From an optimization exercise on the open Yosys and OpenROAD flow, aimed at small area; shortcuts taken in it are not production practice.
The RTL was checked by simulation tests, not by an equivalence proof against the original design.
Power figures rest on the tool's default switching activity, not on a simulated workload.

==> flow/design.v <==
`timescale 1ns / 1ps
module line_buffer #(
    parameter DATA_WIDTH = 16,
    parameter IMG_WIDTH  = 64,
    parameter RING       = 8
)(
    input  wire                  clk,
    input  wire                  shift,
    input  wire                  rotate,
    input  wire [DATA_WIDTH-1:0] ring_in,
    output wire [DATA_WIDTH-1:0] w00, w01, w02,
    output wire [DATA_WIDTH-1:0] w10, w11, w12,
    output wire [DATA_WIDTH-1:0] w20, w21, w22
);
    localparam DEPTH = 2*IMG_WIDTH + 2;
    reg [DATA_WIDTH-1:0] last;     
    function automatic integer ring_len(input integer start);
        integer d;
        begin
            ring_len = 1;
            for (d = 1; d <= RING; d = d + 1)
                if (RING % d == 0 && d <= DEPTH - start)
                    ring_len = d;
        end
    endfunction
    function automatic integer ring_first(input integer k);
        integer s;
        begin
            ring_first = 0;
            for (s = 0; s <= k; s = s + ring_len(s))
                ring_first = s;
        end
    endfunction
    function automatic integer ring_last(input integer k);
        ring_last = ring_first(k) + ring_len(ring_first(k)) - 1;
    endfunction
    genvar k;
    generate
        for (k = 0; k < DEPTH; k = k + 1) begin : pos
            localparam integer FIRST = ring_first(k);
            localparam integer LAST  = ring_last(k);
            reg [DATA_WIDTH-1:0] sr;
            if (k == 0) begin : head0
                always @(posedge clk)
                    sr <= ({DATA_WIDTH{shift}}  & ring_in)
                        | ({DATA_WIDTH{rotate}} & pos[LAST].sr);
            end else if (k == FIRST) begin : head
                always @(posedge clk)
                    sr <= ({DATA_WIDTH{shift}}  & pos[k-1].sr)
                        | ({DATA_WIDTH{rotate}} & pos[LAST].sr);
            end else begin : body
                always @(posedge clk)
                    sr <= pos[k-1].sr;
            end
        end
    endgenerate
    always @(posedge clk)
        last <= pos[DEPTH-1].sr;
    assign w22 = pos[0].sr;
    assign w21 = pos[1].sr;
    assign w20 = pos[2].sr;
    assign w12 = pos[IMG_WIDTH].sr;
    assign w11 = pos[IMG_WIDTH+1].sr;
    assign w10 = pos[IMG_WIDTH+2].sr;
    assign w02 = pos[2*IMG_WIDTH].sr;
    assign w01 = pos[2*IMG_WIDTH+1].sr;
    assign w00 = last;
endmodule
`timescale 1ns / 1ps
module sliding_window #(
    parameter DATA_WIDTH = 16,
    parameter IMG_WIDTH  = 64,
    parameter RING       = 8
)(
    input  wire                  clk,
    input  wire                  rst_n,
    input  wire [DATA_WIDTH-1:0] pixel_in,
    input  wire                  valid_in,
    output wire                  shift,
    output wire                  rotate,
    output reg  [DATA_WIDTH-1:0] ring_in,
    output reg                   valid_out
);
    localparam DLY   = RING - 1;
    localparam FIRST = 2*IMG_WIDTH + 2;       
    localparam RW    = $clog2(RING);
    reg [DATA_WIDTH-1:0] dly [0:DLY-1];
    reg [DLY-1:0]        pend;
    reg [RW-1:0]         rot;
    reg [RW-1:0]         rot_b;                
    reg [7:0]            cnt;                  
    wire                 full = (cnt == FIRST);
    reg          any_pend;
    reg [DLY-1:0] take;                        
    integer j;
    always @(*) begin
        any_pend = 1'b0;
        take     = {DLY{1'b0}};
        ring_in  = pixel_in;
        for (j = 0; j < DLY; j = j + 1)
            if (pend[j]) begin
                any_pend = 1'b1;
                take     = {DLY{1'b0}};
                take[j]  = 1'b1;
                ring_in  = dly[j];
            end
    end
    wire   avail  = any_pend || valid_in;
    assign shift  = (rot == 0) && avail;
    assign rotate = (rot_b != 0) || !avail;   
    wire   take_in = shift && !any_pend;       
    always @(posedge clk) begin
        dly[0] <= pixel_in;
        for (j = 1; j < DLY; j = j + 1)
            dly[j] <= dly[j-1];
    end
    always @(posedge clk or negedge rst_n) begin
        if (!rst_n) begin
            pend      <= 0;
            rot       <= 0;
            rot_b     <= 0;
            cnt       <= 0;
            valid_out <= 0;
        end else begin
            pend[0] <= valid_in && !take_in;
            for (j = 1; j < DLY; j = j + 1)
                pend[j] <= pend[j-1] && !(shift && take[j-1]);
            if (!shift)
                rot <= (rot == RING-1) ? {RW{1'b0}} : rot + 1'b1;
            if (rotate)
                rot_b <= (rot_b == RING-1) ? {RW{1'b0}} : rot_b + 1'b1;
            if (shift && !full)
                cnt <= cnt + 1'b1;
            valid_out <= shift && full;
        end
    end
endmodule
`timescale 1ns / 1ps
module conv_window #(
    parameter DATA_WIDTH = 16,
    parameter IMG_WIDTH  = 64
)(
    input  wire                  clk,
    input  wire                  rst_n,
    input  wire [DATA_WIDTH-1:0] pixel_in,
    input  wire                  valid_in,
    output wire [DATA_WIDTH-1:0] w00, w01, w02,
    output wire [DATA_WIDTH-1:0] w10, w11, w12,
    output wire [DATA_WIDTH-1:0] w20, w21, w22,
    output wire                  valid_out
);
    localparam RING = 6;
    wire                  shift, rotate;
    wire [DATA_WIDTH-1:0] ring_in;
    sliding_window #(
        .DATA_WIDTH(DATA_WIDTH),
        .IMG_WIDTH (IMG_WIDTH),
        .RING      (RING)
    ) u_sw (
        .clk      (clk),
        .rst_n    (rst_n),
        .pixel_in (pixel_in),
        .valid_in (valid_in),
        .shift    (shift),
        .rotate   (rotate),
        .ring_in  (ring_in),
        .valid_out(valid_out)
    );
    line_buffer #(
        .DATA_WIDTH(DATA_WIDTH),
        .IMG_WIDTH (IMG_WIDTH),
        .RING      (RING)
    ) u_lb (
        .clk      (clk),
        .shift    (shift),
        .rotate   (rotate),
        .ring_in  (ring_in),
        .w00(w00), .w01(w01), .w02(w02),
        .w10(w10), .w11(w11), .w12(w12),
        .w20(w20), .w21(w21), .w22(w22)
    );
endmodule
==> flow/config.mk <==
export PLATFORM = sky130hd
export DESIGN_NAME = conv_window
export DESIGN_NICKNAME = conv_window
export VERILOG_FILES = /design/flow/design.v
export SDC_FILE = /design/flow/constraint.sdc
export NUM_CORES = 8
export LEC_CHECK = 0
export CAP_MARGIN = 30
export CORE_MARGIN = 2
export CORE_UTILIZATION = 70
export SLEW_MARGIN = 30
==> flow/constraint.sdc <==
create_clock -name core_clock -period 7.0 [get_ports {clk}]
set_input_delay 1.4000 -clock core_clock [delete_from_list [all_inputs] [get_ports {clk}]]
set_output_delay 1.4000 -clock core_clock [all_outputs]
set_load 0.01 [all_outputs]
standard.sh (not shown) runs the stock make flow with config.mk's settings and CLKGATE_MAP_FILE= SYNTH_SCRIPT=/design/flow/synth_recipe.tcl, a recipe that flattens the netlist after the stock synthesis.
==> flow/flow/run.sh <==
#!/bin/bash
# Standard layout, with two changes: port buffers use the smallest buffer,
# and clock tree synthesis gets explicit clustering and no dummy loads.
set -euo pipefail
export BUFFER_PORTS_ARGS="-buffer_cell sky130_fd_sc_hd__buf_1"
export CTS_ARGS="-sink_clustering_enable -repair_clock_nets -sink_clustering_size 11 -sink_clustering_max_diameter 35 -buf_list sky130_fd_sc_hd__clkbuf_4 -dont_use_dummy_load"

bash standard.sh finish > standard.log 2>&1
Then changed:
--- a/flow/flow/run.sh
+++ b/flow/flow/run.sh
@@ -6 +6 @@
-export CTS_ARGS="-sink_clustering_enable -repair_clock_nets -sink_clustering_size 11 -sink_clustering_max_diameter 35 -buf_list sky130_fd_sc_hd__clkbuf_4 -dont_use_dummy_load"
+export CTS_ARGS="-sink_clustering_enable -repair_clock_nets -sink_clustering_size 12 -sink_clustering_max_diameter 35 -buf_list sky130_fd_sc_hd__clkbuf_4 -dont_use_dummy_load"
Settings changed: CAP_MARGIN 30 to 10, SLEW_MARGIN 30 to 10.
Outcome: Cell area barely changes. Sequential power hardly moves. Utilization goes down by 0.17 points. Wire length shrinks slightly. Combinational power hardly moves.

[re-timing with driven ports]
The results above use ideal ports. As a check the final layouts listed here were re-extracted and re-timed, cells and wires unchanged. Step 1, drivers: a clkbuf_16 drives clk and a buf_2 each remaining input, both assumed. Step 2 times the ports against the registers' clock, not the clock port: input delays grow and output delays shrink by t, the midpoint of the rising clock arrivals with the driver on. a / b / c = no drivers / after step 1 / after step 2; a / b = the first two.
run | t, ns | setup slack, ns | worst register clock-pin slew, ns
the first run | 1.046 | 3.923 / 3.859 / 3.326 | 0.11 / 0.11
the second run | 1.056 | 3.724 / 3.724 / 3.370 | 0.12 / 0.12
After both steps every run listed still meets setup and hold. The setup slack of the first run, which loses most, moves by -0.064 ns with the drivers and by -0.597 ns with both steps.
